What follows belongs to an exercise in optimizing a design on an open flow for small area and a short achievable clock period; a production flow would make more cautious choices.
In this exercise RTL edits were held to simulation tests only and were not proved equivalent to the original.
Power figures rest on the tool's default switching activity, not on a simulated workload.

--- config.mk ---
export PLATFORM = sky130hd
export DESIGN_NAME = processing_unit
export DESIGN_NICKNAME = processing_unit
export VERILOG_FILES = /design/flow/design.v
export SDC_FILE = /design/flow/constraint.sdc
export NUM_CORES = 4
export LEC_CHECK = 0
export CAP_MARGIN = 20
export CORE_MARGIN = 2
export CORE_UTILIZATION = 40
export SLEW_MARGIN = 20
--- constraint.sdc ---
create_clock -name core_clock -period 33.0 [get_ports {clock}]
set_input_delay 6.6000 -clock core_clock [delete_from_list [all_inputs] [get_ports {clock}]]
set_output_delay 6.6000 -clock core_clock [all_outputs]
set_load 0.01 [all_outputs]
--- design.v ---
module bin_to_7seg(binary, display);
  input [3:0] binary;
  reg [6:0] aux;
  output wire [6:0] display;
  always @ (*)
  begin
    case(binary)
	   4'B0000:
		  aux = 7'B1000000;
		4'B0001:
		  aux = 7'B1111001;
		4'B0010:
		  aux = 7'B0100100;
		4'B0011:
		  aux = 7'B0110000;
		4'B0100:
		  aux = 7'B0011001;
		4'B0101:
		  aux = 7'B0010010;
		4'B0110:
		  aux = 7'B0000010;
		4'B0111:
		  aux = 7'B1111000;
		4'B1000:
		  aux = 7'B0000000;
		4'B1001:
		  aux = 7'B0010000;
		default:
		  aux = 7'B0111111;
	 endcase
  end
  assign display = aux;
endmodule
module add3(d, q);
  input [3:0] d;
  output reg [3:0] q;
  always @(*) begin
    case (d)
      4'd5: q = 4'd8;
      4'd6: q = 4'd9;
      4'd7: q = 4'd10;
      4'd8: q = 4'd11;
      4'd9: q = 4'd12;
      4'd10: q = 4'd13;
      4'd11: q = 4'd14;
      4'd12: q = 4'd15;
      4'd13: q = 4'd0;
      4'd14: q = 4'd1;
      4'd15: q = 4'd2;
      default: q = d;
    endcase
  end
endmodule
module bin_to_dec(binary, ten_0, ten_1, ten_2);
  input [11:0] binary;
  output [3:0] ten_0, ten_1, ten_2;
  wire [3:0] d0 [0:12];
  wire [3:0] d1 [0:12];
  wire [3:0] d2 [0:12];
  assign d0[0] = 4'd0;
  assign d1[0] = 4'd0;
  assign d2[0] = 4'd0;
  genvar i;
  generate
    for (i = 0; i < 12; i = i + 1) begin : g_step
      wire [3:0] a0, a1, a2;
      add3 u0(.d(d0[i]), .q(a0));
      add3 u1(.d(d1[i]), .q(a1));
      add3 u2(.d(d2[i]), .q(a2));
      assign d2[i+1] = {a2[2:0], a1[3]};
      assign d1[i+1] = {a1[2:0], a0[3]};
      assign d0[i+1] = {a0[2:0], binary[11-i]};
    end
  endgenerate
  assign ten_0 = d0[12];
  assign ten_1 = d1[12];
  assign ten_2 = d2[12];
endmodule
module bin_to_dec2(binary, ten_0, ten_1);
  input [9:0] binary;
  output [3:0] ten_0, ten_1;
  wire [3:0] d0 [0:10];
  wire [3:0] d1 [0:10];
  assign d0[0] = 4'd0;
  assign d1[0] = 4'd0;
  genvar i;
  generate
    for (i = 0; i < 10; i = i + 1) begin : g_step
      wire [3:0] a0, a1;
      add3 u0(.d(d0[i]), .q(a0));
      add3 u1(.d(d1[i]), .q(a1));
      assign d1[i+1] = {a1[2:0], a0[3]};
      assign d0[i+1] = {a0[2:0], binary[9-i]};
    end
  endgenerate
  assign ten_0 = d0[10];
  assign ten_1 = d1[10];
endmodule
module op_display(op, ones, tens);
  input [4:0] op;
  output reg [6:0] ones, tens;
  always @(*) begin
    case (op)
      5'd0, 5'd10, 5'd20, 5'd30: ones = 7'b1000000;
      5'd1, 5'd11, 5'd21, 5'd31: ones = 7'b1111001;
      5'd2, 5'd12, 5'd22: ones = 7'b0100100;
      5'd3, 5'd13, 5'd23: ones = 7'b0110000;
      5'd4, 5'd14, 5'd24: ones = 7'b0011001;
      5'd5, 5'd15, 5'd25: ones = 7'b0010010;
      5'd6, 5'd16, 5'd26: ones = 7'b0000010;
      5'd7, 5'd17, 5'd27: ones = 7'b1111000;
      5'd8, 5'd18, 5'd28: ones = 7'b0000000;
      default: ones = 7'b0010000;
    endcase
    if (op >= 5'd30) tens = 7'b0110000;
    else if (op >= 5'd20) tens = 7'b0100100;
    else if (op >= 5'd10) tens = 7'b1111001;
    else tens = 7'b1000000;
  end
endmodule
module fold125(u, s);
  input [31:0] u;
  output [11:0] s;
  wire w1 = u[3] ^ u[17] ^ ~u[23];
  wire w2 = (u[3] & u[17]) | (u[3] & ~u[23]) | (u[17] & ~u[23]);
  wire w3 = u[4] ^ u[18] ^ ~u[24];
  wire w4 = (u[4] & u[18]) | (u[4] & ~u[24]) | (u[18] & ~u[24]);
  wire w5 = ~u[27] ^ 1'b1;
  wire w6 = ~u[27] & 1'b1;
  wire w7 = u[5] ^ u[12] ^ u[19];
  wire w8 = (u[5] & u[12]) | (u[5] & u[19]) | (u[12] & u[19]);
  wire w9 = ~u[25] ^ ~u[28] ^ ~u[31];
  wire w10 = (~u[25] & ~u[28]) | (~u[25] & ~u[31]) | (~u[28] & ~u[31]);
  wire w11 = u[6] ^ u[12] ^ u[13];
  wire w12 = (u[6] & u[12]) | (u[6] & u[13]) | (u[12] & u[13]);
  wire w13 = u[17] ^ u[20] ^ ~u[29];
  wire w14 = (u[17] & u[20]) | (u[17] & ~u[29]) | (u[20] & ~u[29]);
  wire w15 = u[7] ^ u[13] ^ u[14];
  wire w16 = (u[7] & u[13]) | (u[7] & u[14]) | (u[13] & u[14]);
  wire w17 = u[18] ^ u[21] ^ ~u[23];
  wire w18 = (u[18] & u[21]) | (u[18] & ~u[23]) | (u[21] & ~u[23]);
  wire w19 = ~u[26] ^ ~u[30] ^ 1'b1;
  wire w20 = (~u[26] & ~u[30]) | (~u[26] & 1'b1) | (~u[30] & 1'b1);
  wire w21 = u[8] ^ u[14] ^ u[15];
  wire w22 = (u[8] & u[14]) | (u[8] & u[15]) | (u[14] & u[15]);
  wire w23 = u[19] ^ u[22] ^ ~u[23];
  wire w24 = (u[19] & u[22]) | (u[19] & ~u[23]) | (u[22] & ~u[23]);
  wire w25 = ~u[24] ^ ~u[27] ^ ~u[31];
  wire w26 = (~u[24] & ~u[27]) | (~u[24] & ~u[31]) | (~u[27] & ~u[31]);
  wire w27 = u[9] ^ u[15] ^ u[16];
  wire w28 = (u[9] & u[15]) | (u[9] & u[16]) | (u[15] & u[16]);
  wire w29 = u[20] ^ ~u[24] ^ ~u[25];
  wire w30 = (u[20] & ~u[24]) | (u[20] & ~u[25]) | (~u[24] & ~u[25]);
  wire w31 = ~u[28] ^ 1'b1;
  wire w32 = ~u[28] & 1'b1;
  wire w33 = u[10] ^ u[16] ^ u[21];
  wire w34 = (u[10] & u[16]) | (u[10] & u[21]) | (u[16] & u[21]);
  wire w35 = ~u[25] ^ ~u[29];
  wire w36 = ~u[25] & ~u[29];
  wire w37 = u[11] ^ u[22] ^ ~u[30];
  wire w38 = (u[11] & u[22]) | (u[11] & ~u[30]) | (u[22] & ~u[30]);
  wire w39 = w2 ^ w3 ^ w5;
  wire w40 = (w2 & w3) | (w2 & w5) | (w3 & w5);
  wire w41 = w4 ^ w6 ^ w7;
  wire w42 = (w4 & w6) | (w4 & w7) | (w6 & w7);
  wire w43 = w9 ^ 1'b1;
  wire w44 = w9 & 1'b1;
  wire w45 = w8 ^ w10 ^ w11;
  wire w46 = (w8 & w10) | (w8 & w11) | (w10 & w11);
  wire w47 = w13 ^ ~u[31];
  wire w48 = w13 & ~u[31];
  wire w49 = w12 ^ w14 ^ w15;
  wire w50 = (w12 & w14) | (w12 & w15) | (w14 & w15);
  wire w51 = w17 ^ w19;
  wire w52 = w17 & w19;
  wire w53 = w16 ^ w18 ^ w20;
  wire w54 = (w16 & w18) | (w16 & w20) | (w18 & w20);
  wire w55 = w21 ^ w23 ^ w25;
  wire w56 = (w21 & w23) | (w21 & w25) | (w23 & w25);
  wire w57 = w22 ^ w24 ^ w26;
  wire w58 = (w22 & w24) | (w22 & w26) | (w24 & w26);
  wire w59 = w27 ^ w29 ^ w31;
  wire w60 = (w27 & w29) | (w27 & w31) | (w29 & w31);
  wire w61 = w28 ^ w30 ^ w32;
  wire w62 = (w28 & w30) | (w28 & w32) | (w30 & w32);
  wire w63 = w33 ^ w35;
  wire w64 = w33 & w35;
  wire w65 = w34 ^ w36 ^ w37;
  wire w66 = (w34 & w36) | (w34 & w37) | (w36 & w37);
  wire w67 = w40 ^ w41 ^ w43;
  wire w68 = (w40 & w41) | (w40 & w43) | (w41 & w43);
  wire w69 = w42 ^ w44 ^ w45;
  wire w70 = (w42 & w44) | (w42 & w45) | (w44 & w45);
  wire w71 = w46 ^ w48 ^ w49;
  wire w72 = (w46 & w48) | (w46 & w49) | (w48 & w49);
  wire w73 = w50 ^ w52 ^ w53;
  wire w74 = (w50 & w52) | (w50 & w53) | (w52 & w53);
  wire w75 = w54 ^ w56 ^ w57;
  wire w76 = (w54 & w56) | (w54 & w57) | (w56 & w57);
  wire w77 = w58 ^ w60 ^ w61;
  wire w78 = (w58 & w60) | (w58 & w61) | (w60 & w61);
  wire w79 = w62 ^ w64 ^ w65;
  wire w80 = (w62 & w64) | (w62 & w65) | (w64 & w65);
  wire w81 = w68 ^ w69 ^ w47;
  wire w82 = (w68 & w69) | (w68 & w47) | (w69 & w47);
  wire w83 = w70 ^ w71 ^ w51;
  wire w84 = (w70 & w71) | (w70 & w51) | (w71 & w51);
  wire w85 = w72 ^ w73 ^ w55;
  wire w86 = (w72 & w73) | (w72 & w55) | (w73 & w55);
  wire w87 = w74 ^ w75 ^ w59;
  wire w88 = (w74 & w75) | (w74 & w59) | (w75 & w59);
  wire w89 = w76 ^ w77 ^ w63;
  wire w90 = (w76 & w77) | (w76 & w63) | (w77 & w63);
  wire w91 = w80 ^ w66 ^ w38;
  wire w92 = (w80 & w66) | (w80 & w38) | (w66 & w38);
  wire w93 = w90 ^ w78 ^ w79;
  wire w94 = (w90 & w78) | (w90 & w79) | (w78 & w79);
  wire [11:0] r0 = {1'b0, w92, w94, w93, w88, w86, w84, w82, w81, w67, w39, w1};
  wire [11:0] r1 = {1'b0, 1'b0, w91, 1'b0, w89, w87, w85, w83, 1'b0, 1'b0, 1'b0, ~u[26]};
  assign s = r0 + r1;
endmodule
module fold100(pc, s);
  input [16:0] pc;
  output [9:0] s;
  wire w1 = pc[2] ^ pc[9] ^ ~pc[12];
  wire w2 = (pc[2] & pc[9]) | (pc[2] & ~pc[12]) | (pc[9] & ~pc[12]);
  wire w3 = pc[3] ^ pc[9] ^ pc[10];
  wire w4 = (pc[3] & pc[9]) | (pc[3] & pc[10]) | (pc[9] & pc[10]);
  wire w5 = ~pc[13] ^ 1'b1;
  wire w6 = ~pc[13] & 1'b1;
  wire w7 = pc[4] ^ pc[10] ^ pc[11];
  wire w8 = (pc[4] & pc[10]) | (pc[4] & pc[11]) | (pc[10] & pc[11]);
  wire w9 = pc[5] ^ pc[11] ^ ~pc[15];
  wire w10 = (pc[5] & pc[11]) | (pc[5] & ~pc[15]) | (pc[11] & ~pc[15]);
  wire w11 = pc[6] ^ ~pc[16] ^ 1'b1;
  wire w12 = (pc[6] & ~pc[16]) | (pc[6] & 1'b1) | (~pc[16] & 1'b1);
  wire w13 = w2 ^ w3 ^ w5;
  wire w14 = (w2 & w3) | (w2 & w5) | (w3 & w5);
  wire w15 = w4 ^ w6 ^ w7;
  wire w16 = (w4 & w6) | (w4 & w7) | (w6 & w7);
  wire w17 = w14 ^ w15 ^ ~pc[14];
  wire w18 = (w14 & w15) | (w14 & ~pc[14]) | (w15 & ~pc[14]);
  wire w19 = w16 ^ w8 ^ w9;
  wire w20 = (w16 & w8) | (w16 & w9) | (w8 & w9);
  wire w21 = w20 ^ w10 ^ w11;
  wire w22 = (w20 & w10) | (w20 & w11) | (w10 & w11);
  wire w23 = w22 ^ w12 ^ pc[7];
  wire w24 = (w22 & w12) | (w22 & pc[7]) | (w12 & pc[7]);
  wire [9:0] r0 = {1'b0, w24, w23, w21, w18, w17, w13, w1, pc[1], pc[0]};
  wire [9:0] r1 = {1'b0, pc[8], 1'b0, 1'b0, w19, 1'b0, 1'b0, 1'b1, 1'b0, 1'b0};
  assign s = r0 + r1;
endmodule
module alu(a, b, sub_mode, logic_tt, shamt, sel_srl, sum, carry, zero, logic_out, shl_out, shr_out);
  input [31:0] a, b;
  input sub_mode, sel_srl;
  input [3:0] logic_tt;
  input [4:0] shamt;
  output [31:0] sum, logic_out, shl_out, shr_out;
  output carry, zero;
  wire [31:0] bx = b ^ {32{sub_mode}};
  assign {carry, sum} = {1'b0, a} + {1'b0, bx} + {32'd0, sub_mode};
  assign zero = (sum == 32'd0);
  genvar i;
  generate
    for (i = 0; i < 32; i = i + 1) begin : g_bit
      assign logic_out[i] = logic_tt[{a[i], b[i]}];
    end
  endgenerate
  function [31:0] rev(input [31:0] x);
    integer k;
    for (k = 0; k < 32; k = k + 1) rev[k] = x[31-k];
  endfunction
  wire [31:0] sh_in = sel_srl ? rev(a) : a;
  wire [31:0] sh = sh_in << shamt;
  assign shl_out = sh;
  assign shr_out = rev(sh);
endmodule
module extender(immediate, extended);
  input [16:0] immediate;
  output reg [31:0] extended;
  always @ (*)
  begin
    extended = {14'h0000, immediate};
  end
endmodule
module mux_2(selector, in1, in2, out);
  input selector;
  input [31:0] in1, in2;
  output reg [31:0] out;
  always @ (*) begin
    if(selector == 0)
      out = in1;
    else
      out = in2;
  end
endmodule
module mux_4(selector, in1, in2, in3, in4, out);
  input [31:0] in1, in2, in3, in4;
  input [1:0] selector;
  output reg [31:0] out;
  always @ (*)
  begin
    case(selector[1:0])
      2'b00: out = in1;
      2'b01: out = in2;
      2'b10: out = in3;
      2'b11: out = in4;
    endcase
  end
endmodule
module control_unit(opcode, hold, use_imm, sub_mode, reg_write, dest_rd,
  sel_sum, sel_slt, sel_logic, sel_sll, sel_srl, sel_mem, sel_in,
  mem_write, out_write, is_jump, is_beq, is_bne, halt, logic_tt);
  input [4:0] opcode;
  input hold;
  output reg use_imm, sub_mode, reg_write, dest_rd;
  output reg sel_sum, sel_slt, sel_logic, sel_sll, sel_srl, sel_mem, sel_in;
  output reg mem_write, out_write, is_jump, is_beq, is_bne;
  output halt;
  output reg [3:0] logic_tt;  
  assign halt = hold & ((opcode == 5'd5) | (opcode == 5'd12));
  always @(*) begin
    use_imm = 1'b0; sub_mode = 1'b0; reg_write = 1'b0; dest_rd = 1'b0;
    sel_sum = 1'b0; sel_slt = 1'b0; sel_logic = 1'b0; sel_sll = 1'b0;
    sel_srl = 1'b0; sel_mem = 1'b0; sel_in = 1'b0;
    mem_write = 1'b0; out_write = 1'b0; is_jump = 1'b0; is_beq = 1'b0; is_bne = 1'b0;
    logic_tt = 4'b0000;
    case (opcode)
      5'd0:  begin reg_write = 1'b1; dest_rd = 1'b1; sel_sum = 1'b1; end                        
      5'd1:  begin reg_write = 1'b1; use_imm = 1'b1; sel_sum = 1'b1; end                        
      5'd2:  begin reg_write = 1'b1; dest_rd = 1'b1; sub_mode = 1'b1; sel_sum = 1'b1; end       
      5'd3:  begin reg_write = 1'b1; use_imm = 1'b1; sub_mode = 1'b1; sel_sum = 1'b1; end       
      5'd6:  begin is_jump = 1'b1; end                                                         
      5'd7:  begin sub_mode = 1'b1; is_beq = 1'b1; end                                         
      5'd8:  begin sub_mode = 1'b1; is_bne = 1'b1; end                                         
      5'd9:  begin reg_write = 1'b1; dest_rd = 1'b1; sub_mode = 1'b1; sel_slt = 1'b1; end       
      5'd10: begin reg_write = 1'b1; use_imm = 1'b1; sel_mem = 1'b1; end                        
      5'd11: begin reg_write = 1'b1; use_imm = 1'b1; sel_logic = 1'b1; logic_tt = 4'b1010; end  
      5'd12: begin reg_write = 1'b1; sel_in = 1'b1; end                                         
      5'd13: begin out_write = 1'b1; end                                                       
      5'd14: begin use_imm = 1'b1; mem_write = 1'b1; end                                       
      5'd15: begin reg_write = 1'b1; dest_rd = 1'b1; sel_logic = 1'b1; logic_tt = 4'b1000; end  
      5'd16: begin reg_write = 1'b1; use_imm = 1'b1; sel_logic = 1'b1; logic_tt = 4'b1000; end  
      5'd17: begin reg_write = 1'b1; dest_rd = 1'b1; sel_logic = 1'b1; logic_tt = 4'b1110; end  
      5'd18: begin reg_write = 1'b1; use_imm = 1'b1; sel_logic = 1'b1; logic_tt = 4'b1110; end  
      5'd19: begin reg_write = 1'b1; dest_rd = 1'b1; sel_logic = 1'b1; logic_tt = 4'b0011; end  
      5'd20: begin reg_write = 1'b1; dest_rd = 1'b1; sel_logic = 1'b1; logic_tt = 4'b0110; end  
      5'd21: begin reg_write = 1'b1; use_imm = 1'b1; sel_logic = 1'b1; logic_tt = 4'b0110; end  
      5'd22: begin reg_write = 1'b1; dest_rd = 1'b1; sel_sll = 1'b1; end                        
      5'd23: begin reg_write = 1'b1; dest_rd = 1'b1; sel_srl = 1'b1; end                        
      default: ;                                                                               
    endcase
  end
endmodule
module program_counter(clock, reset, halt, take, target, pc);
  input clock, reset, halt, take;
  input [16:0] target;
  output reg [16:0] pc;
  always @(posedge clock)
    if (reset) pc <= 17'd0;
    else if (!halt) pc <= take ? target : pc + 17'd1;
endmodule
module register_base(clock, rs1, rs2, wa, we, wd, out1, out2);
  input clock, we;
  input [4:0] rs1, rs2, wa;
  input [31:0] wd;
  output [31:0] out1, out2;
  wire [31*32-1:0] regs;
  wire [31:1] sel1, sel2;
  genvar i;
  generate
    for (i = 1; i < 32; i = i + 1) begin : g_reg
      reg [31:0] r;
      always @(posedge clock)
        if (we && wa == i) r <= wd;
      assign regs[(i-1)*32 +: 32] = r;
      assign sel1[i] = (rs1 == i);
      assign sel2[i] = (rs2 == i);
    end
  endgenerate
  register_read md_read1(.sel(sel1), .regs(regs), .out(out1));
  register_read md_read2(.sel(sel2), .regs(regs), .out(out2));
endmodule
module register_read(sel, regs, out);
  input [31:1] sel;
  input [31*32-1:0] regs;
  output [31:0] out;
  wire [32*32-1:0] acc;
  assign acc[31:0] = 32'd0;
  genvar i;
  generate
    for (i = 1; i < 32; i = i + 1) begin : g_or
      assign acc[i*32 +: 32] = acc[(i-1)*32 +: 32] | ({32{sel[i]}} & regs[(i-1)*32 +: 32]);
    end
  endgenerate
  assign out = acc[31*32 +: 32];
endmodule
module memory_data(clock, base, imm, we, wd, rd);
  input clock, we;
  input [31:0] base;
  input [16:0] imm;
  input [31:0] wd;
  output [31:0] rd;
  wire [31:0] b = {15'd0, imm};
  wire [4:0] low = {1'b0, base[3:0]} + {1'b0, b[3:0]};
  wire [31:4] ok;
  assign ok[4] = (base[4] ^ b[4]) == low[4];
  genvar k;
  generate
    for (k = 5; k < 32; k = k + 1) begin : g_ok
      assign ok[k] = (base[k] ^ b[k]) == (base[k-1] | b[k-1]);
    end
  endgenerate
  wire in_range = (&ok) && (low[3:0] < 4'd11);
  wire [12*32-1:0] acc;
  assign acc[31:0] = 32'd0;
  genvar i;
  generate
    for (i = 0; i < 11; i = i + 1) begin : g_word
      reg [31:0] m;
      wire hit = in_range && low[3:0] == i;
      always @(posedge clock)
        if (we && hit) m <= wd;
      assign acc[(i+1)*32 +: 32] = acc[i*32 +: 32] | ({32{hit}} & m);
    end
  endgenerate
  assign rd = acc[11*32 +: 32];
endmodule
module output_data(clock, reset, data_in, write_enabled, display_0, display_1, display_2, display_3);
  input clock, reset, write_enabled;
  input [31:0] data_in;
  output [6:0] display_0, display_1, display_2, display_3;
  wire [11:0] s1;
  fold125 md_fold(.u(data_in), .s(s1));
  wire [7:0] x0 = {1'b0, s1[6:0]};
  wire [7:0] x1 = {3'd0, s1[11:7]};
  wire [7:0] x2 = {2'd0, s1[11:7], 1'b0};
  wire [7:0] cs_s = x0 ^ x1 ^ x2;
  wire [7:0] cs_c = ((x0 & x1) | (x0 & x2) | (x1 & x2)) << 1;
  wire [7:0] s2_in = cs_s + cs_c;
  reg [7:0] s2;
  reg [2:0] lo;
  reg neg;
  always @(posedge clock) begin
    if (reset) begin
      s2 <= 8'd0; lo <= 3'd0; neg <= 1'b0;
    end else if (write_enabled) begin
      s2 <= s2_in; lo <= data_in[2:0]; neg <= data_in[31];
    end
  end
  wire borrow = (lo != 3'd0);
  wire [8:0] v = neg ? 9'd287 - {1'b0, s2} - {8'd0, borrow} : {1'b0, s2};
  wire [2:0] lo_abs = neg ? 3'd0 - lo : lo;
  wire [3:0] ten_0, ten_1, ten_2;
  bin_to_dec md_conversor(.binary({v, lo_abs}), .ten_0(ten_0), .ten_1(ten_1), .ten_2(ten_2));
  bin_to_7seg md_hex_0(.binary(ten_0), .display(display_0));
  bin_to_7seg md_hex_1(.binary(ten_1), .display(display_1));
  bin_to_7seg md_hex_2(.binary(ten_2), .display(display_2));
  assign display_3 = neg ? 7'b0111111 : 7'b1000000;
endmodule
module processing_unit(clock, rst, hold, switches, instr_addr, instr_data,
  display_0, display_1, display_2, display_3, display_4,
  display_5, display_6, display_7, flag_write);
  input clock, rst, hold;
  input [17:0] switches;
  input [31:0] instr_data;
  output wire [16:0] instr_addr;
  output wire [6:0] display_0, display_1, display_2, display_3, display_4, display_5, display_6, display_7;
  output wire flag_write;
  wire [4:0] opcode = instr_data[31:27];
  wire [4:0] rt = instr_data[26:22];
  wire [4:0] rs = instr_data[21:17];
  wire [4:0] rd = instr_data[16:12];
  wire [4:0] shamt = instr_data[11:7];
  wire [31:0] imm = {15'd0, instr_data[16:0]};
  wire use_imm, sub_mode, reg_write, dest_rd;
  wire sel_sum, sel_slt, sel_logic, sel_sll, sel_srl, sel_mem, sel_in;
  wire mem_write, out_write, is_jump, is_beq, is_bne, halt;
  wire [3:0] logic_tt;
  control_unit md_control_unit(
    .opcode(opcode), .hold(hold), .use_imm(use_imm), .sub_mode(sub_mode),
    .reg_write(reg_write), .dest_rd(dest_rd), .sel_sum(sel_sum), .sel_slt(sel_slt),
    .sel_logic(sel_logic), .sel_sll(sel_sll), .sel_srl(sel_srl), .sel_mem(sel_mem),
    .sel_in(sel_in), .mem_write(mem_write), .out_write(out_write), .is_jump(is_jump),
    .is_beq(is_beq), .is_bne(is_bne), .halt(halt), .logic_tt(logic_tt));
  assign flag_write = halt;
  wire [31:0] ra, rb, wd;
  register_base md_register_base(
    .clock(clock), .rs1(rs), .rs2(rt), .wa(dest_rd ? rd : rt), .we(reg_write),
    .wd(wd), .out1(ra), .out2(rb));
  wire [31:0] bop = use_imm ? imm : rb;
  wire [31:0] sum, logic_out, shl_out, shr_out;
  wire carry, zero;
  alu md_alu(
    .a(ra), .b(bop), .sub_mode(sub_mode), .logic_tt(logic_tt), .shamt(shamt),
    .sel_srl(sel_srl), .sum(sum), .carry(carry), .zero(zero), .logic_out(logic_out),
    .shl_out(shl_out), .shr_out(shr_out));
  wire [31:0] mem_out;
  memory_data md_memory_data(
    .clock(clock), .base(ra), .imm(instr_data[16:0]), .we(mem_write), .wd(rb), .rd(mem_out));
  assign wd = ({32{sel_sum}} & sum)
            | ({32{sel_logic}} & logic_out)
            | ({32{sel_sll}} & shl_out)
            | ({32{sel_srl}} & shr_out)
            | ({32{sel_mem}} & mem_out)
            | ({32{sel_in}} & {15'd0, switches[16:0]})
            | {31'd0, sel_slt & ~carry};
  wire take = is_jump | (is_beq & zero) | (is_bne & ~zero);
  wire [16:0] pc;
  program_counter md_pc(
    .clock(clock), .reset(rst), .halt(halt), .take(take), .target(instr_data[16:0]), .pc(pc));
  assign instr_addr = pc;
  output_data md_output_data(
    .clock(clock), .reset(rst), .data_in(rb), .write_enabled(out_write),
    .display_0(display_0), .display_1(display_1), .display_2(display_2), .display_3(display_3));
  op_display md_op_display(.op(opcode), .ones(display_4), .tens(display_5));
  wire [9:0] pc_sum;
  wire [3:0] pc_ones, pc_tens;
  fold100 md_pc_fold(.pc(pc), .s(pc_sum));
  bin_to_dec2 md_pc_converter(.binary(pc_sum), .ten_0(pc_ones), .ten_1(pc_tens));
  bin_to_7seg md_pc_presenter(.binary(pc_ones), .display(display_6));
  bin_to_7seg md_pc_presenter_1(.binary(pc_tens), .display(display_7));
endmodule
--- run.sh ---
#!/bin/bash
# synth_recipe.tcl (not shown) runs the flow's synth.tcl, then flattens the netlist and writes it again
# the make line also repeats each setting of config.mk as NAME=value (left out here)
make -C /OpenROAD-flow-scripts/flow DESIGN_CONFIG=/design/flow/config.mk WORK_HOME=/design/flow/orfs CLKGATE_MAP_FILE= SYNTH_SCRIPT=/design/flow/synth_recipe.tcl finish
==> results.ini, run 1 <==
[run_status]
run_status=no timing/DRC/antenna violations

[hold_path]
whs_endpoint=md_output_data.s2[5]
hp-class=reg2reg
hold_start=md_output_data.s2[5]
hold_path_depth=2

[sta]
fin_worst_skew_ps=55.7
slew_headroom_pct=16.7
tns_ps=0
period_share_pct=53.2
fmax_ghz=0.0570
worstMarginPinSlew_ps=1250
finalSetupViolCount=0
setup_ws_ps=15460
maxSlewViolCount=0
rsz0062_at_grt=false
hold_ws_ps=468
min_period_ps=17540
hold_violations=0

[power_and_ir_drop]
p_leak_nw=27.1
peakVddDrop_uv=266
switching_power_w=0.00226
swShare_pct=36.5
p_int_w=0.00393
power_frac_comb_pct=40.5
p_seq_share_pct=33.3
clkPwrFrac_pct=26.2
power_density_nw_per_um2=77.3

[logic_synthesis]
synthMostInstantiatedCell=edfxtp_1
synth_area_leader_cell=edfxtp_1
yosysWarnings=11
netlist_top_cells_area=edfxtp_1, a22oi_1, mux2i_1
synth_edf_count=1344
ys.flop_type=edfxtp_1
syn_inst=5715
ys_types=118
synthesis.nets=5941
async_reset_ff_share_pct=0
synthTopCellsByCount=edfxtp_1, a22oi_1, nand2_1
synth-seq-area-share_pct=58.3
synthesis.area_um2=70200
synth_top_area_share_pct=57.5
synth.avg_cell_area_um2=12.3
ys_ff_latch=1373

[global_route]
grt_max_degree=48
grt_first_pass_wirelength_mm=435
overflow=0
grt_pass1_vias=55100
antenna_found_initial=16
grt_usage_pct=34.5

[layout]
multi_input_comb_area_um2=27900
final_nets=6048
final_core_util_pct=46.0
stdcell_count=8260
seqCellArea_um2=40900
fillers=15500
drive_gt1_share_pct=11.8
area_delta_synth_final_pct=14.0

[clock_tree]
htree_levels=4
cts_sinks=1373
cts_tree=yes
clk_latency_ps=850
clk_pin_slew_ps=60
cts_setup_buffers=0
clk_path_buf_depth=3
cts_buffers=139
root_buffer=clkbuf_16
ctsHoldBuffers=0
cts_resized=0

[critical_path]
regToRegSetupSlack_ps=23680
cp_common_cell=o21ai_0
r2r_cells=25
r2r-start=md_register_base.g_reg[30].r[0]
critPathArrivalTime_ps=18270
cpPeakStageDelay_ps=1070
cp-end-kind=flop
critPathTopFamily=simple AND/OR/NAND/NOR gates
r2r_end=md_pc.pc[16]
path_max_fanout=42
critPathBufInv=4
cp.required_ps=33730
crit_path_start=instr_data[23]
slowest_stage=clkdlybuf4s50_1
critPathLaunchType=primary input
path_class=in2reg

[detailed_routing]
dr.pass1.iters=14
vias=59400
wl_per_cell_um=38.6
drc=0
vias_per_cell=7.19
drt-initial-drc-count=12000
drtAntennaViolNets=0
wl_mm=318

[floorplan]
design.core.area_um2=174000
ios=127
die_w_um=423
die-area_um2=179000
die_h_um=423
start_util_pct=40.3
rows=153

[placement]
placed_cells=8005
portBuffers=124
dp_hpwl_mm=195
post-place-ws_ps=15110
gp_congestion=1.02

[job]
max_cap_viol_count=0

worst min-delay path: cells and delay by family, from the launching register on:
kind             cells  cell delay [ps]
AO/OA/AOI/OAI        1               50
AND/OR/NAND/NOR      1               60
flip-flops           1              310
sequential cells by signal, summed over array words and instances (netlist names):
name / cells
md_register_base.g.r: 992
md_output_data.lo: 3
md_memory_data.g_word.m: 352
md_output_data.neg: 1
md_pc.pc: 17
md_output_data.s2: 8
power groups by stage:
stage	clock, W	sequential [W]	combinational [W]
CTS	0.00162	0.00206	0.00249
detailed placement	0	0.00210	0.00247
floorplan	0	0.00209	0.00171
global placement	0	0.00210	0.00246
global route	0.00169	0.00206	0.00277
finish	0.00162	0.00206	0.00251
kinds of logic (layout without fill, tap and decap cells):
family / count (synthesis) / count (layout) / synth area share (%)
adders and majority gates: 178 / 178 / 3.77
muxes: 292 / 292 / 4.83
other: 1 / 14 / 0.00534
and+or+nand+nor: 1395 / 1395 / 9.58
xor gates and xnor gates: 93 / 93 / 1.16
DFF: 1373 / 1373 / 58.3
buffers and inverters: 591 / 798 / 3.33
AOI/OAI and AO/OA: 1792 / 1792 / 19.0
how the worst max path moves through the flow:
| stage | to | slack [ps] | depth (start not counted) |
|---|---|---|---|
| after floorplan | display_4[2] | 18140 | 7 |
| after global placement | md_pc.pc[4] | 15110 | 29 |
| after detailed placement | md_pc.pc[16] | 15110 | 29 |
| after CTS | md_pc.pc[16] | 15990 | 29 |
| after global routing | md_pc.pc[16] | 15340 | 29 |
| final | md_pc.pc[16] | 15460 | 29 |
placed cells by master, fill, tap and decap left out, types with 108 or more instances in the layout:
cell type / Yosys / final
nand2_1: 401 / 399
edfxtp_1: 1344 / 1344
clkdlybuf4s50_1: 0 / 124
nand3_1: 159 / 157
a221oi_1: 167 / 167
mux2i_1: 223 / 222
nor2_1: 346 / 257
a22oi_1: 633 / 633
a21oi_1: 174 / 173
nand4_1: 108 / 108
o21ai_0: 187 / 183
a22o_1: 146 / 146
inv_1: 194 / 194
buf_4: 11 / 228
clkbuf_16: 0 / 140
ha_1: 116 / 115
metrics by stage:
| stage | cell area (um2) | total power (W) |
|---|---|---|
| finish | 80100 | 0.00619 |
| global route | 80000 | 0.00652 |
| CTS | 80000 | 0.00617 |
| detailed placement | 75500 | 0.00457 |
| global placement | 75500 | 0.00456 |
| floorplan | 70200 | 0.00381 |
layout make-up:
cell class              count  share of cell area (%)
well taps                2325                    3.63
diodes                     13                  0.0406
inverters                 204                   0.956
clock buffers             165                    4.49
clock inverters            76                    1.18
repair buffers            353                    3.69
multi-input cells        3751                    34.9
flip-flops and latches   1373                    51.1
metal layers:
layer  wire, um  vias up  global-route usage [%]
met5        126        -                   0.349
met4      26600       10                    21.7
met3      51100     1595                    13.0
met2     128000     5693                    48.1
met1     113000    29000                    44.9
li1           -    23100                       -
==> run 2: changes to the inputs <==
--- a/design.v
+++ b/design.v
@@ -112,10 +112,12 @@
       5'd8, 5'd18, 5'd28: ones = 7'b0000000;
       default: ones = 7'b0010000;
     endcase
-    if (op >= 5'd30) tens = 7'b0110000;
-    else if (op >= 5'd20) tens = 7'b0100100;
-    else if (op >= 5'd10) tens = 7'b1111001;
-    else tens = 7'b1000000;
+    case (op)
+      5'd30, 5'd31: tens = 7'b0110000;
+      5'd20, 5'd21, 5'd22, 5'd23, 5'd24, 5'd25, 5'd26, 5'd27, 5'd28, 5'd29: tens = 7'b0100100;
+      5'd10, 5'd11, 5'd12, 5'd13, 5'd14, 5'd15, 5'd16, 5'd17, 5'd18, 5'd19: tens = 7'b1111001;
+      default: tens = 7'b1000000;
+    endcase
   end
 endmodule
 module fold125(u, s);
@@ -250,16 +252,15 @@
   wire [9:0] r1 = {1'b0, pc[8], 1'b0, 1'b0, w19, 1'b0, 1'b0, 1'b1, 1'b0, 1'b0};
   assign s = r0 + r1;
 endmodule
-module alu(a, b, sub_mode, logic_tt, shamt, sel_srl, sum, carry, zero, logic_out, shl_out, shr_out);
+module alu(a, b, sub_mode, logic_tt, shamt, sel_srl, sum, carry, logic_out, shl_out, shr_out);
   input [31:0] a, b;
   input sub_mode, sel_srl;
   input [3:0] logic_tt;
   input [4:0] shamt;
   output [31:0] sum, logic_out, shl_out, shr_out;
-  output carry, zero;
+  output carry;
   wire [31:0] bx = b ^ {32{sub_mode}};
-  assign {carry, sum} = {1'b0, a} + {1'b0, bx} + {32'd0, sub_mode};
-  assign zero = (sum == 32'd0);
+  prefix_add md_add(.a(a), .b(bx), .cin(sub_mode), .sum(sum), .cout(carry));
   genvar i;
   generate
     for (i = 0; i < 32; i = i + 1) begin : g_bit
@@ -275,6 +276,36 @@
   assign shl_out = sh;
   assign shr_out = rev(sh);
 endmodule
+module prefix_add(a, b, cin, sum, cout);
+  input [31:0] a, b;
+  input cin;
+  output [31:0] sum;
+  output cout;
+  wire [31:0] p = a ^ b;
+  wire [31:0] g0 = a & b;
+  wire [31:0] gl [0:5];
+  wire [31:0] pl [0:5];
+  assign gl[0] = {g0[31:1], g0[0] | (p[0] & cin)};
+  assign pl[0] = p;
+  genvar l, i;
+  generate
+    for (l = 0; l < 5; l = l + 1) begin : g_lvl
+      for (i = 0; i < 32; i = i + 1) begin : g_bit
+        if ((i >> l) & 1) begin : g_op
+          localparam integer j = ((i >> l) << l) - 1;
+          assign gl[l+1][i] = gl[l][i] | (pl[l][i] & gl[l][j]);
+          assign pl[l+1][i] = pl[l][i] & pl[l][j];
+        end else begin : g_pass
+          assign gl[l+1][i] = gl[l][i];
+          assign pl[l+1][i] = pl[l][i];
+        end
+      end
+    end
+  endgenerate
+  wire [32:0] c = {gl[5], cin};
+  assign sum = p ^ c[31:0];
+  assign cout = c[32];
+endmodule
 module extender(immediate, extended);
   input [16:0] immediate;
   output reg [31:0] extended;
@@ -385,15 +416,24 @@
   input [31:1] sel;
   input [31*32-1:0] regs;
   output [31:0] out;
-  wire [32*32-1:0] acc;
-  assign acc[31:0] = 32'd0;
+  wire [31:0] r [0:31];
+  wire [31:0] s;
+  assign r[0] = 32'd0;
+  assign s = {sel, 1'b0};
   genvar i;
   generate
-    for (i = 1; i < 32; i = i + 1) begin : g_or
-      assign acc[i*32 +: 32] = acc[(i-1)*32 +: 32] | ({32{sel[i]}} & regs[(i-1)*32 +: 32]);
+    for (i = 1; i < 32; i = i + 1) begin : g_r
+      assign r[i] = regs[(i-1)*32 +: 32];
+    end
+  endgenerate
+  wire [31:0] t [0:10];
+  generate
+    for (i = 0; i < 10; i = i + 1) begin : g_t
+      assign t[i] = ({32{s[3*i+1]}} & r[3*i+1]) | ({32{s[3*i+2]}} & r[3*i+2]) | ({32{s[3*i+3]}} & r[3*i+3]);
     end
   endgenerate
-  assign out = acc[31*32 +: 32];
+  assign t[10] = {32{s[31]}} & r[31];
+  assign out = (((t[0] | t[1]) | (t[2] | t[3])) | ((t[4] | t[5]) | (t[6] | t[7]))) | ((t[8] | t[9]) | t[10]);
 endmodule
 module memory_data(clock, base, imm, we, wd, rd);
   input clock, we;
@@ -411,9 +451,8 @@
       assign ok[k] = (base[k] ^ b[k]) == (base[k-1] | b[k-1]);
     end
   endgenerate
-  wire in_range = (&ok) && (low[3:0] < 4'd11);
-  wire [12*32-1:0] acc;
-  assign acc[31:0] = 32'd0;
+  wire in_range = (&ok) && !(low[3] && (low[2] || (low[1] && low[0])));   
+  wire [31:0] t [0:10];
   genvar i;
   generate
     for (i = 0; i < 11; i = i + 1) begin : g_word
@@ -421,10 +460,10 @@
       wire hit = in_range && low[3:0] == i;
       always @(posedge clock)
         if (we && hit) m <= wd;
-      assign acc[(i+1)*32 +: 32] = acc[i*32 +: 32] | ({32{hit}} & m);
+      assign t[i] = {32{hit}} & m;
     end
   endgenerate
-  assign rd = acc[11*32 +: 32];
+  assign rd = (((t[0] | t[1]) | (t[2] | t[3])) | ((t[4] | t[5]) | (t[6] | t[7]))) | ((t[8] | t[9]) | t[10]);
 endmodule
 module output_data(clock, reset, data_in, write_enabled, display_0, display_1, display_2, display_3);
   input clock, reset, write_enabled;
@@ -490,10 +529,10 @@
     .wd(wd), .out1(ra), .out2(rb));
   wire [31:0] bop = use_imm ? imm : rb;
   wire [31:0] sum, logic_out, shl_out, shr_out;
-  wire carry, zero;
+  wire carry;
   alu md_alu(
     .a(ra), .b(bop), .sub_mode(sub_mode), .logic_tt(logic_tt), .shamt(shamt),
-    .sel_srl(sel_srl), .sum(sum), .carry(carry), .zero(zero), .logic_out(logic_out),
+    .sel_srl(sel_srl), .sum(sum), .carry(carry), .logic_out(logic_out),
     .shl_out(shl_out), .shr_out(shr_out));
   wire [31:0] mem_out;
   memory_data md_memory_data(
@@ -505,7 +544,8 @@
             | ({32{sel_mem}} & mem_out)
             | ({32{sel_in}} & {15'd0, switches[16:0]})
             | {31'd0, sel_slt & ~carry};
-  wire take = is_jump | (is_beq & zero) | (is_bne & ~zero);
+  wire equal = (ra == rb);
+  wire take = is_jump | (is_beq & equal) | (is_bne & ~equal);
   wire [16:0] pc;
   program_counter md_pc(
     .clock(clock), .reset(rst), .halt(halt), .take(take), .target(instr_data[16:0]), .pc(pc));
==> flow/run.sh (new file) <==
#!/bin/bash
# Standard ORFS layout (standard.sh), with two changes:
#  - synthesis maps logic with flow/abc_map.script (ABC's &nf mapper with
#    area recovery) in place of ORFS's abc_speed.script; everything else in
#    synthesis (registers, flattening, renaming) is the standard flow's own synth_recipe.tcl;
#  - port buffers are sky130_fd_sc_hd__buf_4 cells.
set -euo pipefail
W=$(pwd)
F=$W/flow
cat > "$W/my_synth.tcl" <<EOF
proc abc {args} {
  set i [lsearch -exact \$args -script]
  if {\$i >= 0} { lset args [expr {\$i + 1}] $F/abc_map.script }
  yosys abc {*}\$args
}
source $W/synth_recipe.tcl
EOF
export BUFFER_PORTS_ARGS="-buffer_cell sky130_fd_sc_hd__buf_4"
bash "$W/standard.sh" "SYNTH_SCRIPT=$W/my_synth.tcl" "BUFFER_PORTS_ARGS=$BUFFER_PORTS_ARGS" finish > "$W/flow_make.log" 2>&1
==> flow/abc_map.script (new file) <==
strash
&get -n
&st
&dch
&nf -R 20
&put
topo
buffer -c
upsize -c
dnsize -c
==> standard.sh (new file) <==
#!/bin/bash
# synth_recipe.tcl (not shown) runs the flow's synth.tcl, then flattens the netlist and writes it again
# the make line also repeats each setting of config.mk as NAME=value (left out here)
make -C /OpenROAD-flow-scripts/flow DESIGN_CONFIG=/design/flow/config.mk WORK_HOME=/design/flow/orfs CLKGATE_MAP_FILE= SYNTH_SCRIPT=/design/flow/synth_recipe.tcl "${@:-finish}"
--- a/config.mk
+++ b/config.mk
@@ -8,4 +8,5 @@
 export CAP_MARGIN = 20
 export CORE_MARGIN = 2
 export CORE_UTILIZATION = 40
+export CTS_BUF_LIST = sky130_fd_sc_hd__clkbuf_8
 export SLEW_MARGIN = 20
removed: run.sh
==> run 2 against run 1 <==
Global-route usage down 7.2 points. Fmax increased by 11%. Largest cell class unchanged. Highest routed layer unchanged. Sequential power about the same. Worst hold slack improved by 28 ps. Critical endpoint is now display_6[4].
==> results.ini, run 2 <==
[clock_tree]
clk_latency_ps=1000
ctsHoldBuffers=0
htree_levels=4
cts_tree=yes
clk_path_buf_depth=3
clk_pin_slew_ps=60
cts_sinks=1373
cts_resized=0
cts_setup_buffers=0
cts_buffers=211
root_buffer=clkbuf_8

[critical_path]
cp.required_ps=26400
path_max_fanout=8
slowest_stage=dfxtp_1
cp-end-kind=output port
critPathTopFamily=adder cells
critPathBufInv=5
critPathLaunchType=flop
cpPeakStageDelay_ps=550
path_class=reg2out
cp_common_cell=fa_1
critPathArrivalTime_ps=9230

[detailed_routing]
vias=49500
wl_per_cell_um=32.0
dr.pass1.iters=14
drt-initial-drc-count=10200
wl_mm=236
drc=0
drtAntennaViolNets=0
vias_per_cell=6.70

[placement]
place_area_um2=69500
dp_hpwl_mm=141
portBuffers=124
post-place-ws_ps=17230
gp_congestion=0.973

[layout]
layout_commonest_cell=edfxtp_1
final_nets=5268
multi_input_comb_area_um2=22700
area_delta_synth_final_pct=13.0
final_core_util_pct=45.6
top_register=md_register_base.g.r
seqCellArea_um2=40900
drive_gt1_share_pct=14.0
largest_register_ffs=992
fillers=14300
stdcell_area_um2=73500
reg_top3=md_register_base.g.r: 992 flops, md_memory_data.g_word.m: 352 flops, md_pc.pc: 17 flops
most-common-layout-cells=edfxtp_1, a222oi_1, buf_4, nand2_1, nor2_1

[sta]
worstMarginPinSlew_ps=1120
setup_ws_ps=17170
maxSlewViolCount=0
slew_headroom_pct=25.1
rsz0062_at_grt=false
hold_ws_ps=496
hold_violations=0
fin_worst_skew_ps=99.8
finalSetupViolCount=0
tns_ps=0
fmax_ghz=0.0632
period_share_pct=48.0
min_period_ps=15830

[logic_synthesis]
ys_ff_latch=1373
synth-seq-area-share_pct=62.9
netlist_top_cells_area=edfxtp_1, a222oi_1, nand4_1
synthMuxAreaShare_pct=2.34
async_reset_ff_share_pct=0
synth_edf_count=1344
synthTopCellsByCount=edfxtp_1, a222oi_1, nand2_1
synthMostInstantiatedCell=edfxtp_1
yosysWarnings=13
synthAdderAreaFrac_pct=4.09
synthesis.area_um2=65000
ys_types=88
ys.flop_type=edfxtp_1
synth.avg_cell_area_um2=13.4
syn_inst=4846
synth_top_family_by_area=compound AO/OA/AOI/OAI gates
synth-simple-area-share_pct=8.73
synth_compound_area_share_pct=16.9
synth-xor-area-share_pct=1.94
synth_area_leader_cell=edfxtp_1
synthesis.nets=5075
synth_top_area_share_pct=62.1

[power_and_ir_drop]
p_seq_share_pct=30.6
switching_power_w=0.00277
clkPwrFrac_pct=19.9
peakVddDrop_uv=454
swShare_pct=41.3
power_frac_comb_pct=49.5
p_int_w=0.00395
p_leak_nw=24.6
power_density_nw_per_um2=91.5

[hold_path]
hp-class=reg2reg

[floorplan]
rows=147
ios=127
start_util_pct=40.4
design.core.area_um2=161000
die-area_um2=166000
die_w_um=407
die_h_um=407

[job]
max_cap_viol_count=0

[run_status]
run_status=no timing/DRC/antenna violations

[global_route]
grt_max_degree=51
grt_usage_pct=27.3
antenna_found_initial=5
grt_first_pass_wirelength_mm=331
overflow=0
grt_pass1_vias=47000

==> run 2: cell types whose count changed after synthesis, sizes merged, moves of 82 or more <==
| cell | change |
|---|---|
| nand3 | -115 |
| a22o | -110 |
| a222oi | +598 |
| a221oi | -128 |
| nand2 | -82 |
| a22oi | -563 |
| nand4 | +135 |
==> run 2: kinds of logic (layout without fill, tap and decap cells) <==
kind of cell             after synthesis  after routing
XOR/XNOR                             143            143
AND/OR/NAND/NOR                     1172           1172
buffers and inverters                522            885
adder cells (fa/ha/maj)              176            176
flip-flops                          1373           1373
AO/OA/AOI/OAI                       1309           1309
other                                  1             11
multiplexers                         150            150
==> run 2: final cells by class <==
type	instances	area share [%]
multi-input combinational	2951	31.0
sequential	1373	55.7
inverter	173	0.884
clock inverter	171	1.39
tap	2160	3.68
antenna	10	0.0341
timing repair buffer	329	3.36
clock buffer	212	3.97
==> run 2: worst paths after layout <==
path	cells past startpoint	from	end	slack [ps]
max	34	md_pc.pc[10]	display_6[4]	17170
min	2	md_output_data.lo[2]	md_output_data.lo[2]	500
max reg2reg	34	md_register_base.g_reg[5].r[3]	md_register_base.g_reg[5].r[28]	24310
min reg2reg	2	md_output_data.lo[2]	md_output_data.lo[2]	500
==> run 2: layer usage <==
metal / up-vias / part of all wire [%] / track usage, %
met5: - / 0.0093 / 0
met4: 4 / 5.6 / 14.2
met3: 604 / 13 / 6.75
met2: 3661 / 45 / 42.2
met1: 24500 / 37 / 35.6
li1: 20700 / - / -
==> run 2: power groups by stage <==
stage / clock, W / sequential [W] / combinational [W]
2_1_floorplan: 0 / 0.00209 / 0.00203
3_3_place_gp: 0 / 0.00209 / 0.00323
3_5_place_dp: 0 / 0.00209 / 0.00328
4_1_cts: 0.00136 / 0.00205 / 0.00330
5_1_grt: 0.00143 / 0.00206 / 0.00361
6_report: 0.00134 / 0.00205 / 0.00333
==> run 2: tightest hold or removal path, delay by kind of cell (launching register included) <==
family                 cells  cell delay, ps
AOI/OAI and AO/OA          1              70
buffers and inverters      1              80
DFF                        1             300
==> run 2: stage by stage <==
step           power, W  cells
6_report        0.00672   7379
5_1_grt         0.00709   7371
4_1_cts         0.00671   7369
3_5_place_dp    0.00537   6986
3_3_place_gp    0.00532   6986
2_1_floorplan   0.00412   4846
==> run 3: changes to the inputs <==
--- a/design.v
+++ b/design.v
@@ -349,7 +349,7 @@
   output reg mem_write, out_write, is_jump, is_beq, is_bne;
   output halt;
   output reg [3:0] logic_tt;  
-  assign halt = hold & ((opcode == 5'd5) | (opcode == 5'd12));
+  stall_flag md_stall(.opcode(opcode), .hold(hold), .halt(halt));
   always @(*) begin
     use_imm = 1'b0; sub_mode = 1'b0; reg_write = 1'b0; dest_rd = 1'b0;
     sel_sum = 1'b0; sel_slt = 1'b0; sel_logic = 1'b0; sel_sll = 1'b0;
@@ -383,13 +383,33 @@
     endcase
   end
 endmodule
+module stall_flag(opcode, hold, halt);
+  input [4:0] opcode;
+  input hold;
+  output halt;
+  assign halt = hold & ((opcode == 5'd5) | (opcode == 5'd12));
+endmodule
 module program_counter(clock, reset, halt, take, target, pc);
   input clock, reset, halt, take;
   input [16:0] target;
   output reg [16:0] pc;
+  wire enable = reset | !halt;
   always @(posedge clock)
-    if (reset) pc <= 17'd0;
-    else if (!halt) pc <= take ? target : pc + 17'd1;
+    if (enable) pc <= reset ? 17'd0 : take ? target : pc + 17'd1;
+endmodule
+module pc_decimal(clock, reset, halt, take, wrap, target_ones, target_tens, ones, tens);
+  input clock, reset, halt, take, wrap;
+  input [3:0] target_ones, target_tens;
+  output reg [3:0] ones, tens;
+  wire ones9 = (ones == 4'd9);
+  wire [3:0] inc_ones = ones9 ? 4'd0 : ones + 4'd1;
+  wire [3:0] inc_tens = ones9 ? ((tens == 4'd9) ? 4'd0 : tens + 4'd1) : tens;
+  wire enable = reset | !halt;
+  always @(posedge clock)
+    if (enable) begin
+      ones <= reset ? 4'd0 : take ? target_ones : wrap ? 4'd0 : inc_ones;
+      tens <= reset ? 4'd0 : take ? target_tens : wrap ? 4'd0 : inc_tens;
+    end
 endmodule
 module register_base(clock, rs1, rs2, wa, we, wd, out1, out2);
   input clock, we;
@@ -554,10 +574,14 @@
     .clock(clock), .reset(rst), .data_in(rb), .write_enabled(out_write),
     .display_0(display_0), .display_1(display_1), .display_2(display_2), .display_3(display_3));
   op_display md_op_display(.op(opcode), .ones(display_4), .tens(display_5));
-  wire [9:0] pc_sum;
+  wire [9:0] target_sum;
+  wire [3:0] target_ones, target_tens;
+  fold100 md_target_fold(.pc(instr_data[16:0]), .s(target_sum));
+  bin_to_dec2 md_target_converter(.binary(target_sum), .ten_0(target_ones), .ten_1(target_tens));
   wire [3:0] pc_ones, pc_tens;
-  fold100 md_pc_fold(.pc(pc), .s(pc_sum));
-  bin_to_dec2 md_pc_converter(.binary(pc_sum), .ten_0(pc_ones), .ten_1(pc_tens));
+  pc_decimal md_pc_decimal(
+    .clock(clock), .reset(rst), .halt(halt), .take(take), .wrap(&pc),
+    .target_ones(target_ones), .target_tens(target_tens), .ones(pc_ones), .tens(pc_tens));
   bin_to_7seg md_pc_presenter(.binary(pc_ones), .display(display_6));
   bin_to_7seg md_pc_presenter_1(.binary(pc_tens), .display(display_7));
 endmodule
==> flow/run.sh (replaced) <==
#!/bin/bash
# Standard ORFS layout (standard.sh), with these changes:
#  - synthesis maps logic with flow/abc_map.script (ABC's &nf mapper with
#    area recovery) in place of ORFS's abc_speed.script, except for the
#    adder (prefix_add), the opcode display (op_display) and the stall flag
#    (stall_flag), which keep their hierarchy until mapping and are mapped
#    with ORFS's own speed script, apart from the logic around them; yosys's half/full adder extraction
#    is skipped so that ABC maps that logic too. Everything else in synthesis
#    (registers, flattening, renaming) is the standard flow's own synth_recipe.tcl;
#  - port buffers are sky130_fd_sc_hd__buf_4 cells.
set -euo pipefail
W=$(pwd)
F=$W/flow
grep -q '^proc synth ' "$W/synth_recipe.tcl"
{
  cat <<EOF
proc synth {args} {
  if {![info exists ::keep_set]} {
    set ::keep_set 1
    yosys setattr -mod -set keep_hierarchy 1 prefix_add op_display stall_flag
  }
  yosys synth -nofsm -noshare {*}\$args
}
proc extract_fa {args} {}
proc abc {args} {
  set i [lsearch -exact \$args -script]
  yosys abc {*}\$args prefix_add op_display stall_flag
  lset args [expr {\$i + 1}] $F/abc_map.script
  yosys abc {*}\$args processing_unit
}
EOF
  grep -v '^proc synth ' "$W/synth_recipe.tcl"
} > "$W/my_synth.tcl"
export BUFFER_PORTS_ARGS="-buffer_cell sky130_fd_sc_hd__buf_4"
bash "$W/standard.sh" "SYNTH_SCRIPT=$W/my_synth.tcl" "BUFFER_PORTS_ARGS=$BUFFER_PORTS_ARGS" finish > "$W/flow_make.log" 2>&1
==> run 3 against run 2 <==
Clock skew increased by 18 ps. Via count up 1.5%. Sequential share of layout area up 0.31 points. Power shrank 13%. Critical endpoint is now display_0[3]. Largest cell class unchanged. Highest routed layer unchanged.
==> results.ini, run 3 <==
[run_status]
run_status=no timing/DRC/antenna violations

[global_route]
grt_usage_pct=28.2
antenna_found_initial=19
overflow=0
grt_max_degree=65
grt_first_pass_wirelength_mm=342
grt_pass1_vias=47400

[clock_tree]
cts_buffers=217
clk_latency_ps=1000
ctsHoldBuffers=0
root_buffer=clkbuf_8
cts_setup_buffers=0
clk_pin_slew_ps=50
cts_sinks=1395
cts_tree=yes
cts_resized=0
htree_levels=4
clk_path_buf_depth=3

[logic_synthesis]
synth-seq-area-share_pct=63.2
netlist_top_cells_area=edfxtp_1, a222oi_1, xnor2_1
synth.avg_cell_area_um2=13.5
synthesis.area_um2=65900
async_reset_ff_share_pct=0
synth_edf_count=1369
synth_area_leader_cell=edfxtp_1
ys.flop_type=edfxtp_1
synthMostInstantiatedCell=edfxtp_1
yosysWarnings=14
synth_top_area_share_pct=62.4
ys_types=104
synthesis.nets=4944
syn_inst=4891
synthTopCellsByCount=edfxtp_1, a222oi_1, nand2_1
ys_ff_latch=1395

[layout]
reg_top3=md_register_base.g.r: 992 flops, md_memory_data.g_word.m: 352 flops, md_pc.pc: 17 flops
most-common-layout-cells=edfxtp_1, a222oi_1, buf_4, nand2_1, xnor2_1
final_nets=5098
fillers=14600
area_delta_synth_final_pct=12.8
largest_register_ffs=992
seqCellArea_um2=41600
top_register=md_register_base.g.r
multi_input_comb_area_um2=23300
drive_gt1_share_pct=15.2
layout_commonest_cell=edfxtp_1

[sta]
rsz0062_at_grt=false
slew_headroom_pct=19.6
hold_violations=0
fmax_ghz=0.0662
worstMarginPinSlew_ps=1210
min_period_ps=15110
period_share_pct=45.8
tns_ps=0
maxSlewViolCount=0
fin_worst_skew_ps=118
hold_ws_ps=532
finalSetupViolCount=0

[critical_path]
slowest_stage=a211oi_1
path_max_fanout=11
critPathTopFamily=compound AO/OA/AOI/OAI gates
critPathArrivalTime_ps=8510
critPathBufInv=1
cpPeakStageDelay_ps=510
cp-end-kind=output port
critPathLaunchType=flop
path_class=reg2out
cp.required_ps=26400

[detailed_routing]
drt-initial-drc-count=10600
wl_mm=246
vias_per_cell=6.78
vias=50200
drtAntennaViolNets=0
drc=0
dr.pass1.iters=12
wl_per_cell_um=33.2

[placement]
gp_congestion=0.942
portBuffers=124
dp_hpwl_mm=144

[floorplan]
start_util_pct=40.4
die-area_um2=168000
design.core.area_um2=163000
die_h_um=410
ios=127
rows=148
die_w_um=410

[power_and_ir_drop]
peakVddDrop_uv=272
power_w=0.00585
power_density_nw_per_um2=78.7
p_leak_nw=24.1

[job]
max_cap_viol_count=0

[hold_path]
hp-class=reg2reg

[run 3: cell families after synthesis]
logic type | count (synthesis) | synth area share [%]
adders and majority gates | 63 | 0.978
and+or+nand+nor | 1227 | 9.28
DFF | 1395 | 63.2
AOI/OAI and AO/OA | 1276 | 16.6
other | 1 | 0.00569
xor gates and xnor gates | 336 | 4.73
buffers and inverters | 420 | 2.58
muxes | 173 | 2.67
[run 3: power breakdown]
part	total (W)	leakage, nW	switching [W]	internal, W
Combinational	0.00235	9.12	0.00142	0.000939
Sequential	0.00210	12.7	0.0000149	0.00209
Clock	0.00139	2.30	0.000701	0.000689
[run 3: layer usage]
metal	routed length [um]	track usage, %	up-vias
met5	101	0	-
met4	14200	16.1	16
met3	33400	8.54	566
met2	108000	42.4	3825
met1	90200	36.2	24900
li1	-	-	20900
[run 3: modules after synthesis (local to each module, per instance)]
| module | flip-flops and latches | times used | area [um2] | cells inside |
|---|---|---|---|---|
| stall_flag | 0 | 1 | 25.0 | 3 |
| processing_unit | 1395 | 1 | 64200 | 4663 |
| op_display | 0 | 1 | 387 | 61 |
| prefix_add | 0 | 1 | 1280 | 164 |
[run 3: worst register-to-register path: cells and delay by family, from the launching register on]
family | cells | cell delay [ps]
multiplexers | 1 | 210
AND/OR/NAND/NOR | 9 | 3690
XOR/XNOR | 1 | 390
flip-flops | 1 | 390
AO/OA/AOI/OAI | 7 | 1450
buffers and inverters | 3 | 1570
[run 3: final timing paths]
kind	startpoint	end	slack (ps)	depth (start not counted)
hold / removal	md_output_data.s2[6]	md_output_data.s2[6]	530	2
hold reg to reg	md_output_data.s2[6]	md_output_data.s2[6]	530	2
setup / recovery	md_output_data.lo[0]	display_0[3]	17890	27
setup reg to reg	md_register_base.g_reg[7].r[29]	display_7[3]	25260	21
[run 3: final cells by class]
class / count / area share [%]
diodes: 9 / 0.0303
inverters: 35 / 0.177
clock buffers: 217 / 4.02
repair buffers: 320 / 3.23
clock inverters: 176 / 1.49
flip-flops and latches: 1395 / 56.0
multi-input cells: 3076 / 31.3
well taps: 2175 / 3.66
[run 3: through the flow]
step / setup WS (ps) / instance area [um2] / instances / util (%)
6_report: 17890 / 74300 / 7403 / 45.5
3_5_place_dp: 17720 / 70100 / 7000 / 43.0
4_1_cts: 17850 / 74200 / 7393 / 45.5
5_1_grt: 17270 / 74300 / 7398 / 45.5
3_3_place_gp: 17790 / 70100 / 7000 / 43.0
2_1_floorplan: 19010 / 65900 / 4891 / -
==> run 4: changes to the inputs <==
--- a/design.v
+++ b/design.v
@@ -497,19 +497,21 @@
   wire [7:0] cs_s = x0 ^ x1 ^ x2;
   wire [7:0] cs_c = ((x0 & x1) | (x0 & x2) | (x1 & x2)) << 1;
   wire [7:0] s2_in = cs_s + cs_c;
-  reg [7:0] s2;
-  reg [2:0] lo;
+  wire neg_in = data_in[31];
+  wire [2:0] lo_in = data_in[2:0];
+  wire borrow = (lo_in != 3'd0);
+  wire [8:0] v_in = neg_in ? 9'd287 - {1'b0, s2_in} - {8'd0, borrow} : {1'b0, s2_in};
+  wire [2:0] lo_abs_in = neg_in ? 3'd0 - lo_in : lo_in;
+  reg [8:0] v;
+  reg [2:0] lo_abs;
   reg neg;
   always @(posedge clock) begin
     if (reset) begin
-      s2 <= 8'd0; lo <= 3'd0; neg <= 1'b0;
+      v <= 9'd0; lo_abs <= 3'd0; neg <= 1'b0;
     end else if (write_enabled) begin
-      s2 <= s2_in; lo <= data_in[2:0]; neg <= data_in[31];
+      v <= v_in; lo_abs <= lo_abs_in; neg <= neg_in;
     end
   end
-  wire borrow = (lo != 3'd0);
-  wire [8:0] v = neg ? 9'd287 - {1'b0, s2} - {8'd0, borrow} : {1'b0, s2};
-  wire [2:0] lo_abs = neg ? 3'd0 - lo : lo;
   wire [3:0] ten_0, ten_1, ten_2;
   bin_to_dec md_conversor(.binary({v, lo_abs}), .ten_0(ten_0), .ten_1(ten_1), .ten_2(ten_2));
   bin_to_7seg md_hex_0(.binary(ten_0), .display(display_0));
==> flow/abc_map.script (replaced) <==
strash
&get -n
&st
&dch
&nf -R 1000 -p
&put
topo
buffer -c
upsize -c
dnsize -c
--- a/config.mk
+++ b/config.mk
@@ -9,4 +9,6 @@
 export CORE_MARGIN = 2
 export CORE_UTILIZATION = 40
 export CTS_BUF_LIST = sky130_fd_sc_hd__clkbuf_8
+export CTS_CLUSTER_DIAMETER = 100
+export CTS_CLUSTER_SIZE = 15
 export SLEW_MARGIN = 20
==> run 4 against run 3 <==
Still clean on timing, DRC and antenna. Worst hold slack better by 13 ps. Area after synthesis fell by 0.59%. Synthesized cell count is the same. Non-clock buffer count rose by 5. Global-route usage fell by 1.4 points. Critical path depth shrank 21. First-iteration DRC count is 9.8% lower. Register-to-register slack is essentially flat. Clock-buffer cell count decreased by 110. Final cell count is 2.9% lower. Fmax is 4.2% higher. Highest routed layer unchanged.
==> results.ini, run 4 <==
[run_status]
run_status=no timing/DRC/antenna violations

[placement]
portBuffers=124
gp_congestion=0.962
post-place-ws_ps=17980
dp_hpwl_mm=140
place_area_um2=70000

[detailed_routing]
wl_mm=233
drc=0
drtAntennaViolNets=0
vias=48600
dr.pass1.iters=14
drt-initial-drc-count=9516
vias_per_cell=6.76
wl_per_cell_um=32.3

[critical_path]
r2r_cells=19
path_depth=6
cp.required_ps=26400
path_max_fanout=26
cpPeakStageDelay_ps=290
cp_common_cell=buf_4
path_class=in2out
critPathArrivalTime_ps=7900
cp-end-kind=output port
critPathTopFamily=simple AND/OR/NAND/NOR gates
path_cells=buf_4, nand2b_1, nor2_1, nand2_1, a21oi_1, buf_4
critPathBufInv=2
slowest_stage=buf_4
critPathLaunchType=primary input

[logic_synthesis]
synthTopCellsByCount=edfxtp_1, a222oi_1, nand2_1
synthMostInstantiatedCell=edfxtp_1
ys_ff_latch=1396
synth_area_leader_cell=edfxtp_1
ys.flop_type=edfxtp_1
synth_edf_count=1369
synthesis.nets=4944
syn_inst=4891
ys_types=97
yosysWarnings=14
synth_top_area_share_pct=62.8
async_reset_ff_share_pct=0
netlist_top_cells_area=edfxtp_1, a222oi_1, xnor2_1
synth-seq-area-share_pct=63.6
synth.avg_cell_area_um2=13.4
synthesis.area_um2=65500

[layout]
fillers=14600
layout_commonest_cell=edfxtp_1
stdcell_area_um2=71700
area_delta_synth_final_pct=9.52
final_nets=5035
drive_gt1_share_pct=13.5
multi_input_comb_area_um2=23100
largest_register_ffs=992
seqCellArea_um2=41600
reg_top3=md_register_base.g.r: 992 flops, md_memory_data.g_word.m: 352 flops, md_pc.pc: 17 flops
top_register=md_register_base.g.r
most-common-layout-cells=edfxtp_1, a222oi_1, nand2_1, buf_4, nor2_1

[power_and_ir_drop]
peakVddDrop_uv=488
power_w=0.00634
p_leak_nw=22.5
power_density_nw_per_um2=88.5

[global_route]
met3_usage_pct=7.12
grt_use_met1_pct=35.4
grt_use_met2_pct=40.8
overflow=0
grt_first_pass_wirelength_mm=326
grt_pass1_vias=45900
antenna_found_initial=9
grt_usage_pct=26.9
grt_busiest_layer=met2
grt_max_degree=65

[sta]
setup_ws_ps=18500
worstMarginPinSlew_ps=1160
min_period_ps=14500
rsz0062_at_grt=false
period_share_pct=43.9
tns_ps=0
fmax_ghz=0.0690
maxSlewViolCount=0
hold_violations=0
finalSetupViolCount=0
hold_ws_ps=545
fin_worst_skew_ps=93.1
slew_headroom_pct=22.9

[floorplan]
rows=148
die_h_um=409
die-area_um2=167000
design.core.area_um2=163000
start_util_pct=40.3
ios=127
die_w_um=409

[clock_tree]
cts_buffers=106
clk_path_buf_depth=3
clk_latency_ps=900
cts_setup_buffers=0
cts_resized=0
htree_levels=3
cts_tree=yes
clk_pin_slew_ps=100
cts_sinks=1396
root_buffer=clkbuf_8
ctsHoldBuffers=0

[job]
max_cap_viol_count=0

[hold_path]
hold_path_depth=2
hp-class=reg2reg

run 4: modules after synthesis (local to each module, per instance):
module	times used	cell area [um2]	cells inside
op_display	1	387	61
prefix_add	1	1280	164
processing_unit	1	63800	4663
stall_flag	1	25.0	3
run 4: routing by layer:
metal  vias to the layer above  wire length (um)
met5                         -                76
met4                        10             12900
met3                       502             31500
met2                      3538            102000
met1                     24100             85900
li1                      20500                 -
run 4: worst register-to-register path, cell delays in order (launching register included):
cell	delay (ps)
edfxtp_1	390
a222oi_1	420
nand4_1	350
nor3_1	810
nand4_1	870
nand2_1	220
o21ai_0	140
a21oi_1	270
o211ai_1	160
nor3_1	480
nand3_1	140
a211o_1	410
nor2_1	190
nand2_1	250
nor2_4	920
a222oi_1	320
nand4_1	150
nand2_1	80
nand3_1	540
buf_4	390
run 4: cell families after synthesis:
group / Yosys count / synth area share, %
xor gates and xnor gates: 309 / 4.25
muxes: 167 / 2.58
AOI/OAI and AO/OA: 1331 / 16.9
and+or+nand+nor: 1259 / 9.51
DFF: 1396 / 63.6
adders and majority gates: 50 / 0.791
other: 1 / 0.00573
buffers and inverters: 378 / 2.39
run 4: final timing paths:
check	start	to	slack, ps
worst max-delay path	instr_data[29]	display_4[2]	18500
worst min-delay path	md_output_data.v[3]	md_output_data.v[3]	540
worst max register to register	md_register_base.g_reg[2].r[17]	md_register_base.g_reg[21].r[1]	25250
worst min register to register	md_output_data.v[3]	md_output_data.v[3]	540
run 4: stage by stage:
stage	util, %	instances
3_5_place_dp	43.1	7049
2_1_floorplan	-	4891
6_report	44.1	7192
5_1_grt	44.1	7187
4_1_cts	44.1	7185
3_3_place_gp	43.1	7049
run 4: area by class of cell:
cell class              instances  area share [%]
repair buffers                325            3.40
flip-flops and latches       1396            58.1
well taps                    2175            3.79
clock buffers                 107            2.05
diodes                          7          0.0244
inverters                      36           0.188
multi-input cells            3117            32.2
clock inverters                29           0.316
run 4: report_power, final:
group | leakage, nW | switching (W) | internal (W)
Sequential | 12.7 | 0.0000152 | 0.00208
Clock | 0.934 | 0.000559 | 0.000308
Combinational | 8.83 | 0.00198 | 0.00139
Total | 22.5 | 0.00256 | 0.00379

re-timing with driven ports:
The results above use ideal ports. As a check the final layouts listed here were re-extracted and re-timed, cells and wires unchanged. Step 1, drivers: a clkbuf_16 drives clock and a buf_2 each remaining input, both assumed. Step 2 moves the port delays by t, midway between the first and last clock arrival at a register: inputs arrive t later, outputs are due t later. That takes back most of the time a late clock gives input paths. a / b / c = no drivers / after step 1 / after step 2; a / b = the first two.
run	t, ns	setup slack, ns	hold slack, ns	slew at the worst register clock pin (ns)
run 1	0.895	15.455 / 15.505 / 14.610	0.468 / 0.468 / 0.468	0.08 / 0.08
run 2	1.028	17.167 / 17.090 / 17.021	0.496 / 0.496 / 0.496	0.07 / 0.07
run 3	1.020	17.891 / 17.809 / 17.841	0.532 / 0.532 / 0.532	0.08 / 0.08
run 4	0.936	18.503 / 18.434 / 17.811	0.545 / 0.545 / 0.545	0.12 / 0.12
After both steps every run listed still meets setup and hold. For run 1, which loses most, drivers alone change the setup slack by +0.050 ns; drivers and shift together by -0.845 ns.
